This is an optimization exercise on Yosys and OpenROAD, whose aim is small area, not a production implementation.
RTL that was checked went through simulation tests only; none was proved equivalent to the original.
The flow treats the clock pin as an ideal source, which a real chip does not have.
Power is estimated from default activity; no workload was simulated.

==> flow/design.v <==
`timescale 1ns / 1ps
module mid_side_core (
    input  wire        clk,
    input  wire        ce,
    input  wire        enable,
    input  wire [15:0] L,
    input  wire [15:0] R,
    output reg  [15:0] L_q,
    output reg  [15:0] R_q,
    output reg         enc_q
);
    always @(posedge clk) begin
        if (ce) begin
            L_q   <= L;
            R_q   <= R;
            enc_q <= enable;
        end
    end
endmodule
`timescale 1ns / 1ps
module mid_side_inverse (
    input  wire        clk,
    input  wire        ce,
    input  wire        enc,
    input  wire        dec,
    input  wire [15:0] L,
    input  wire [15:0] R,
    output reg  [15:0] L_out,
    output reg  [15:0] R_out
);
    wire [16:0] L_ext = {L[15], L};
    wire [16:0] R_ext = {R[15], R};
    wire        p     = L[0] ^ R[0];
    wire [16:0] addend = (enc & dec) ? {17{p}} : R_ext;
    wire [16:0] sum, diff;
    wire [17:0] cs, cd;
    wire [16:0] nR = ~R_ext;
    assign cs[0] = 1'b0;
    assign cd[0] = 1'b1;
    genvar i;
    generate
        for (i = 0; i < 17; i = i + 1) begin : g_add
            assign sum[i]   = L_ext[i] ^ addend[i] ^ cs[i];
            assign cs[i+1]  = (L_ext[i] & addend[i]) | (cs[i] & (L_ext[i] ^ addend[i]));
            assign diff[i]  = L_ext[i] ^ nR[i] ^ cd[i];
            assign cd[i+1]  = (L_ext[i] & nR[i]) | (cd[i] & (L_ext[i] ^ nR[i]));
        end
    endgenerate
    wire        ovl  = sum[16]  ^ sum[15];
    wire        ovr  = diff[16] ^ diff[15];
    wire [15:0] satl = {sum[16],  {15{~sum[16]}}};
    wire [15:0] satr = {diff[16], {15{~diff[16]}}};
    wire hold  = ~ce;
    wire l_pas = ce & ~dec & ~enc;
    wire l_shf = ce & ~dec &  enc;
    wire l_sum = ce &  dec & ~ovl;
    wire l_sat = ce &  dec &  ovl;
    wire r_pas = ce & (dec == enc);
    wire r_shf = ce & ~dec &  enc;
    wire r_dif = ce &  dec & ~enc & ~ovr;
    wire r_sat = ce &  dec & ~enc &  ovr;
    always @(posedge clk) begin
        L_out <= ({16{hold}}  & L_out)      | ({16{l_pas}} & L) |
                 ({16{l_shf}} & sum[16:1])  | ({16{l_sum}} & sum[15:0]) |
                 ({16{l_sat}} & satl);
        R_out <= ({16{hold}}  & R_out)      | ({16{r_pas}} & R) |
                 ({16{r_shf}} & diff[16:1]) | ({16{r_dif}} & diff[15:0]) |
                 ({16{r_sat}} & satr);
    end
endmodule
`timescale 1ns / 1ps
module midside_axis_wrapper #
(
    parameter integer C_S_AXI_DATA_WIDTH = 32,
    parameter integer C_S_AXI_ADDR_WIDTH = 4,
    parameter integer C_AXIS_DATA_WIDTH  = 32
)
(
    input  wire aclk,
    input  wire aresetn,
    input  wire [C_S_AXI_ADDR_WIDTH-1:0]  s_axi_awaddr,
    input  wire [2:0]                     s_axi_awprot,
    input  wire                           s_axi_awvalid,
    output wire                           s_axi_awready,
    input  wire [C_S_AXI_DATA_WIDTH-1:0]  s_axi_wdata,
    input  wire [(C_S_AXI_DATA_WIDTH/8)-1:0] s_axi_wstrb,
    input  wire                           s_axi_wvalid,
    output wire                           s_axi_wready,
    output wire [1:0]                     s_axi_bresp,
    output wire                           s_axi_bvalid,
    input  wire                           s_axi_bready,
    input  wire [C_S_AXI_ADDR_WIDTH-1:0]  s_axi_araddr,
    input  wire [2:0]                     s_axi_arprot,
    input  wire                           s_axi_arvalid,
    output wire                           s_axi_arready,
    output wire [C_S_AXI_DATA_WIDTH-1:0]  s_axi_rdata,
    output wire [1:0]                     s_axi_rresp,
    output wire                           s_axi_rvalid,
    input  wire                           s_axi_rready,
    input  wire [C_AXIS_DATA_WIDTH-1:0] s_axis_tdata,
    input  wire                         s_axis_tvalid,
    output wire                         s_axis_tready,
    input  wire                         s_axis_tlast,
    output wire [C_AXIS_DATA_WIDTH-1:0] m_axis_tdata,
    output wire                         m_axis_tvalid,
    input  wire                         m_axis_tready,
    output wire                         m_axis_tlast
);
    reg [31:0] slv_reg0;      
    reg [31:0] slv_reg1;      
    reg        zero0, zero1;  
    reg        axi_awready;   
    reg        axi_bvalid;
    reg        axi_arready;
    reg        axi_rvalid;
    reg [31:0] axi_rdata;
    assign s_axi_awready = axi_awready;
    assign s_axi_wready  = axi_awready;
    assign s_axi_bresp   = 2'b00;
    assign s_axi_bvalid  = axi_bvalid;
    assign s_axi_arready = axi_arready;
    assign s_axi_rdata   = axi_rdata;
    assign s_axi_rresp   = 2'b00;
    assign s_axi_rvalid  = axi_rvalid;
    wire wren = axi_awready & s_axi_awvalid & s_axi_wvalid;
    wire we0  = wren & (s_axi_awaddr[3:2] == 2'd0);
    wire we1  = wren & (s_axi_awaddr[3:2] == 2'd1);
    wire rden = axi_arready & s_axi_arvalid;
    always @(posedge aclk) begin
        axi_awready <= aresetn & ~axi_awready & s_axi_awvalid & s_axi_wvalid;
        axi_bvalid  <= aresetn & (axi_bvalid ? ~s_axi_bready : wren);
        axi_arready <= aresetn & ~axi_arready & s_axi_arvalid;
        axi_rvalid  <= aresetn & (rden | (axi_rvalid & ~s_axi_rready));
        zero0       <= ~aresetn | (zero0 & ~we0);
        zero1       <= ~aresetn | (zero1 & ~we1);
    end
    always @(posedge aclk) begin
        if (we0) slv_reg0 <= s_axi_wdata;
        if (we1) slv_reg1 <= s_axi_wdata;
    end
    wire rsel0 = (s_axi_araddr[3:2] == 2'd0) & ~zero0;
    wire rsel1 = (s_axi_araddr[3:2] == 2'd1) & ~zero1;
    always @(posedge aclk)
        axi_rdata <= ({32{~rden}} & axi_rdata) |
                     ({32{rden & rsel0}} & slv_reg0) |
                     ({32{rden & rsel1}} & slv_reg1);
    wire enc = slv_reg0[0] & ~zero0;
    wire dec = slv_reg0[1] & ~zero0;
    reg v1, v2, l1, l2;
    wire ce = m_axis_tready | ~v2;
    assign s_axis_tready = ce;
    always @(posedge aclk) begin
        v1 <= aresetn & (ce ? s_axis_tvalid : v1);
        v2 <= aresetn & (ce ? v1 : v2);
        if (ce) begin
            l1 <= s_axis_tlast;
            l2 <= l1;
        end
    end
    wire [15:0] st1_L, st1_R;
    wire        st1_enc;
    wire [15:0] out_L, out_R;
    mid_side_core u_stage1 (
        .clk    (aclk),
        .ce     (ce),
        .enable (enc),
        .L      (s_axis_tdata[31:16]),
        .R      (s_axis_tdata[15:0]),
        .L_q    (st1_L),
        .R_q    (st1_R),
        .enc_q  (st1_enc)
    );
    mid_side_inverse u_stage2 (
        .clk    (aclk),
        .ce     (ce),
        .enc    (st1_enc),
        .dec    (dec),
        .L      (st1_L),
        .R      (st1_R),
        .L_out  (out_L),
        .R_out  (out_R)
    );
    assign m_axis_tdata  = {out_L, out_R};
    assign m_axis_tvalid = v2;
    assign m_axis_tlast  = l2;
endmodule
Settings: LEC_CHECK=0, CAP_MARGIN=20, CORE_MARGIN=2, CORE_UTILIZATION=40, SLEW_MARGIN=20; clock period 5.0 ns.
standard.sh (not shown) runs the stock make flow with config.mk's settings and CLKGATE_MAP_FILE= SYNTH_SCRIPT=/design/flow/synth_recipe.tcl, a recipe that flattens the netlist after the stock synthesis.
==> flow/flow/run.sh <==
#!/bin/bash
set -euo pipefail
bash standard.sh \
  "BUFFER_PORTS_ARGS=-buffer_cell sky130_fd_sc_hd__buf_1" \
  "CTS_ARGS=-sink_clustering_enable -repair_clock_nets -dont_use_dummy_load -buf_list {sky130_fd_sc_hd__clkbuf_4 sky130_fd_sc_hd__clkbuf_8}" \
  finish > flow_make.log 2>&1
The baseline completed and failed the layout checks on setup timing.
Next try:
--- a/flow/design.v
+++ b/flow/design.v
@@ -33,18 +33,6 @@
     wire        p     = L[0] ^ R[0];
     wire [16:0] addend = (enc & dec) ? {17{p}} : R_ext;
-    wire [16:0] sum, diff;
-    wire [17:0] cs, cd;
-    wire [16:0] nR = ~R_ext;
-    assign cs[0] = 1'b0;
-    assign cd[0] = 1'b1;
-    genvar i;
-    generate
-        for (i = 0; i < 17; i = i + 1) begin : g_add
-            assign sum[i]   = L_ext[i] ^ addend[i] ^ cs[i];
-            assign cs[i+1]  = (L_ext[i] & addend[i]) | (cs[i] & (L_ext[i] ^ addend[i]));
-            assign diff[i]  = L_ext[i] ^ nR[i] ^ cd[i];
-            assign cd[i+1]  = (L_ext[i] & nR[i]) | (cd[i] & (L_ext[i] ^ nR[i]));
-        end
-    endgenerate
+    wire [16:0] sum    = L_ext + addend;
+    wire [16:0] diff   = L_ext - R_ext;
     wire        ovl  = sum[16]  ^ sum[15];
     wire        ovr  = diff[16] ^ diff[15];
Effect: With this change the flow completed without violations; synthesized cell count goes up by 33%; clock skew is higher by 7.5 ps; global-route usage drops by 1.0 points; sequential share of layout area drops by 2.6 points; die area rises by 12%; area after synthesis went up by about 13%; setup slack gains 3400 ps; routed wire length climbs by about 9%; combinational power goes up by 17%; cell count rose by about 20%.
Only the layout flow was run in the first run of this note; the RTL was not checked for function there.

========
midside_axis_wrapper, a different RTL version from the one above (not shown whole).
Size in the first run: roughly 500 cells after synthesis, about 170 flip-flops, roughly 170 I/O pins.
==> module ms_carry, before the edit <==
module ms_carry #(parameter integer K = 9) (
    input  wire [15:0] L,
    input  wire [15:0] R,
    output wire        c_sum,    
    output wire        c_dec,    
    output wire        c_diff    
);
    wire [K:0] cs, cd;
    assign cs[0] = 1'b0;
    assign cd[0] = 1'b1;
    genvar i;
    generate
        for (i = 0; i < K; i = i + 1) begin : g_c
            assign cs[i+1] = (L[i] & R[i])  | (cs[i] & (L[i] | R[i]));
            assign cd[i+1] = (L[i] & ~R[i]) | (cd[i] & (L[i] | ~R[i]));
        end
    endgenerate
    assign c_sum  = cs[K];
    assign c_dec  = (L[0] ^ R[0]) & (|L[K-1:0]);
    assign c_diff = cd[K];
endmodule
==> module mid_side_core, before the edit <==
module mid_side_core #(parameter integer K = 9) (
    input  wire        clk,
    input  wire        ce,
    input  wire        enable,
    input  wire [15:0] L,
    input  wire [15:0] R,
    output reg  [15:0] L_q,
    output reg  [15:0] R_q,
    output reg         enc_q,
    output reg         cl0_q,    
    output reg         cl1_q,    
    output reg         cd_q
);
    wire c_sum, c_dec, c_diff;
    ms_carry #(.K(K)) u_carry (.L(L), .R(R), .c_sum(c_sum), .c_dec(c_dec), .c_diff(c_diff));
    always @(posedge clk) begin
        if (ce) begin
            L_q   <= L;
            R_q   <= R;
            enc_q <= enable;
            cl0_q <= enable & c_sum;
            cl1_q <= enable ? c_dec : c_sum;
            cd_q  <= c_diff;
        end
    end
endmodule
==> module mid_side_inverse, before the edit <==
module mid_side_inverse #(parameter integer K = 9) (
    input  wire        clk,
    input  wire        ce,
    input  wire        enc,
    input  wire        dec,
    input  wire [15:0] L,
    input  wire [15:0] R,
    input  wire        cl0_k,
    input  wire        cl1_k,
    input  wire        cd_k,
    output reg  [15:0] L_out,
    output reg  [15:0] R_out
);
    wire        p      = L[0] ^ R[0];
    wire        pe     = p & enc & dec;
    wire        use_r  = ~(enc & dec) & (enc | dec);
    wire [15:0] addend;
    wire [15:0] nR     = ~R;
    wire [15:0] cs, cd;
    wire [15:0] sum, diff;
    wire        cs16, cd16;
    assign sum[0]  = L[0] ^ addend[0];
    assign cs[1]   = L[0] & addend[0];
    assign diff[0] = L[0] ^ R[0];
    assign cd[1]   = L[0] | nR[0];
    assign cs[K]   = dec ? cl1_k : cl0_k;
    assign cd[K]   = cd_k;
    genvar i;
    generate
        for (i = 0; i < 16; i = i + 1) begin : g_opd
            ms_addend u_a (.use_r(use_r), .r(R[i]), .ones(pe), .a(addend[i]));
        end
        for (i = 1; i < 16; i = i + 1) begin : g_add
            wire cso, cdo;
            ms_fa u_fs (.a(L[i]), .b(addend[i]), .ci(cs[i]), .s(sum[i]),  .co(cso));
            ms_fa u_fd (.a(L[i]), .b(nR[i]),     .ci(cd[i]), .s(diff[i]), .co(cdo));
            if (i + 1 < 16 && i + 1 != K) begin : g_c
                assign cs[i+1] = cso;
                assign cd[i+1] = cdo;
            end
        end
    endgenerate
    wire sum16  = (L[15] & addend[15]) | ((L[15] | addend[15]) & sum[15]);
    wire diff16 = (L[15] & nR[15])     | ((L[15] | nR[15])     & diff[15]);
    wire ovl = (L[15] ~^ addend[15]) & (cs[15] ^ L[15]);
    wire ovr = (L[15] ~^ nR[15])     & (cd[15] ^ L[15]);
    wire hold  = ~ce;
    wire l_shf = ce & ~dec & enc;
    wire l_sum = ce & ~(~dec & enc) & ~ovl;
    wire l_sat = ce & dec & ovl;
    wire r_pas = ce & (dec == enc);
    wire r_shf = ce & ~dec & enc;
    wire r_dif = ce & dec & ~enc & ~ovr;
    wire r_sat = ce & dec & ~enc & ovr;
    wire [16:0] sum_x  = {sum16, sum};
    wire [16:0] diff_x = {diff16, diff};
    wire [15:0] l_d, r_d;
    generate
        for (i = 0; i < 16; i = i + 1) begin : g_out
            ms_lsel u_l (.hold(hold), .q(L_out[i]), .shf(l_shf), .s_hi(sum_x[i+1]),
                         .sum(l_sum), .s_lo(sum[i]),
                         .satc(l_sat & (i == 15 ? L[15] : ~L[15])), .d(l_d[i]));
            ms_rsel u_r (.hold(hold), .q(R_out[i]), .pas(r_pas), .r(R[i]),
                         .shf(r_shf), .d_hi(diff_x[i+1]), .dif(r_dif), .d_lo(diff[i]),
                         .satc(r_sat & (i == 15 ? L[15] : ~L[15])), .d(r_d[i]));
        end
    endgenerate
    always @(posedge clk) begin
        L_out <= l_d;
        R_out <= r_d;
    end
endmodule
==> flow/config.mk <==
export PLATFORM = sky130hd
export DESIGN_NAME = midside_axis_wrapper
export DESIGN_NICKNAME = midside_axis_wrapper
export VERILOG_FILES = /design/flow/design.v
export SDC_FILE = /design/flow/constraint.sdc
export NUM_CORES = 4
export LEC_CHECK = 0
export CAP_MARGIN = 20
export CORE_MARGIN = 2
export CORE_UTILIZATION = 40
export SLEW_MARGIN = 20
export SYNTH_HIERARCHICAL = 1
==> flow/constraint.sdc <==
create_clock -name core_clock -period 5.0 [get_ports {aclk}]
set_input_delay 1.0000 -clock core_clock [delete_from_list [all_inputs] [get_ports {aclk}]]
set_output_delay 1.0000 -clock core_clock [all_outputs]
set_load 0.01 [all_outputs]
==> flow/flow/run.sh <==
#!/bin/bash
set -euo pipefail
here=$(pwd)
bash standard.sh \
  "BUFFER_PORTS_ARGS=-buffer_cell sky130_fd_sc_hd__buf_1" \
  "CTS_ARGS=-sink_clustering_enable -repair_clock_nets -dont_use_dummy_load -buf_list {sky130_fd_sc_hd__clkbuf_4 sky130_fd_sc_hd__clkbuf_8}" \
  "POST_CTS_TCL=$here/flow/post_cts.tcl" \
  finish > flow_make.log 2>&1
==> flow/flow/post_cts.tcl <==
# After CTS's own timing repair: give back drive strength that the timing
# does not need (cells are only resized down; placement stays legal).
log_cmd repair_timing -recover_power 100 -setup_margin 0.05
Next try:
--- a/flow/design.v
+++ b/flow/design.v
@@ -1,5 +1,5 @@
 `timescale 1ns / 1ps
-module ms_carry #(parameter integer K = 9) (
+module ms_carry #(parameter integer K = 8) (
     input  wire [15:0] L,
     input  wire [15:0] R,
     output wire        c_sum,    
@@ -20,7 +20,7 @@
     assign c_dec  = (L[0] ^ R[0]) & (|L[K-1:0]);
     assign c_diff = cd[K];
 endmodule
-module mid_side_core #(parameter integer K = 9) (
+module mid_side_core #(parameter integer K = 8) (
     input  wire        clk,
     input  wire        ce,
     input  wire        enable,
@@ -84,7 +84,7 @@
 );
     assign d = (hold & q) | (pas & r) | (shf & d_hi) | (dif & d_lo) | satc;
 endmodule
-module mid_side_inverse #(parameter integer K = 9) (
+module mid_side_inverse #(parameter integer K = 8) (
     input  wire        clk,
     input  wire        ce,
     input  wire        enc,
What happened: Synthesized area went up slightly. Count of clock-buffer cells in the layout does not change. Sequential share of layout area went down by 0.51 points. Final cell count went up slightly. First-iteration DRC count went up by a few percent. Total power went up slightly. Worst hold slack stays flat. Global-route usage went up by 0.14 points. Fmax went up slightly.
No functional check of the RTL was part of the second run of this note.

[what the ideal ports hide]
The flow's constraints put no driver on any port. The routed layouts listed below were extracted and timed again, unchanged, in two steps. Step 1 sets driving cells, clkbuf_16 on the clock port and buf_2 on the other inputs (assumed; they add their load-dependent delay and slew). Step 2, shift: input delay + t, output delay - t, t = (earliest + latest rising clock arrival at the registers) / 2. This alone moves slack from input paths to output paths. Slacks: no drivers / after step 1 / after step 2; pairs: no drivers / after step 1.
run | t, ns | slack for setup (ns) | hold slack, ns | slew at the worst register clock pin (ns) | worst data-port slew with drivers (ns)
the first run of note 1 | 0.473 | -2.383 / -2.383 / -2.383 | 0.437 / 0.437 / 0.437 | 0.10 / 0.10 | 0.06
the second run of note 1 | 0.490 | 1.000 / 1.000 / 1.000 | 0.433 / 0.433 / 0.433 | 0.11 / 0.11 | 0.06
the first run of note 2 | 0.470 | 0.177 / 0.177 / 0.177 | 0.436 / 0.436 / 0.436 | 0.09 / 0.09 | 0.07
the second run of note 2 | 0.468 | 0.225 / 0.225 / 0.225 | 0.438 / 0.438 / 0.438 | 0.09 / 0.09 | 0.08
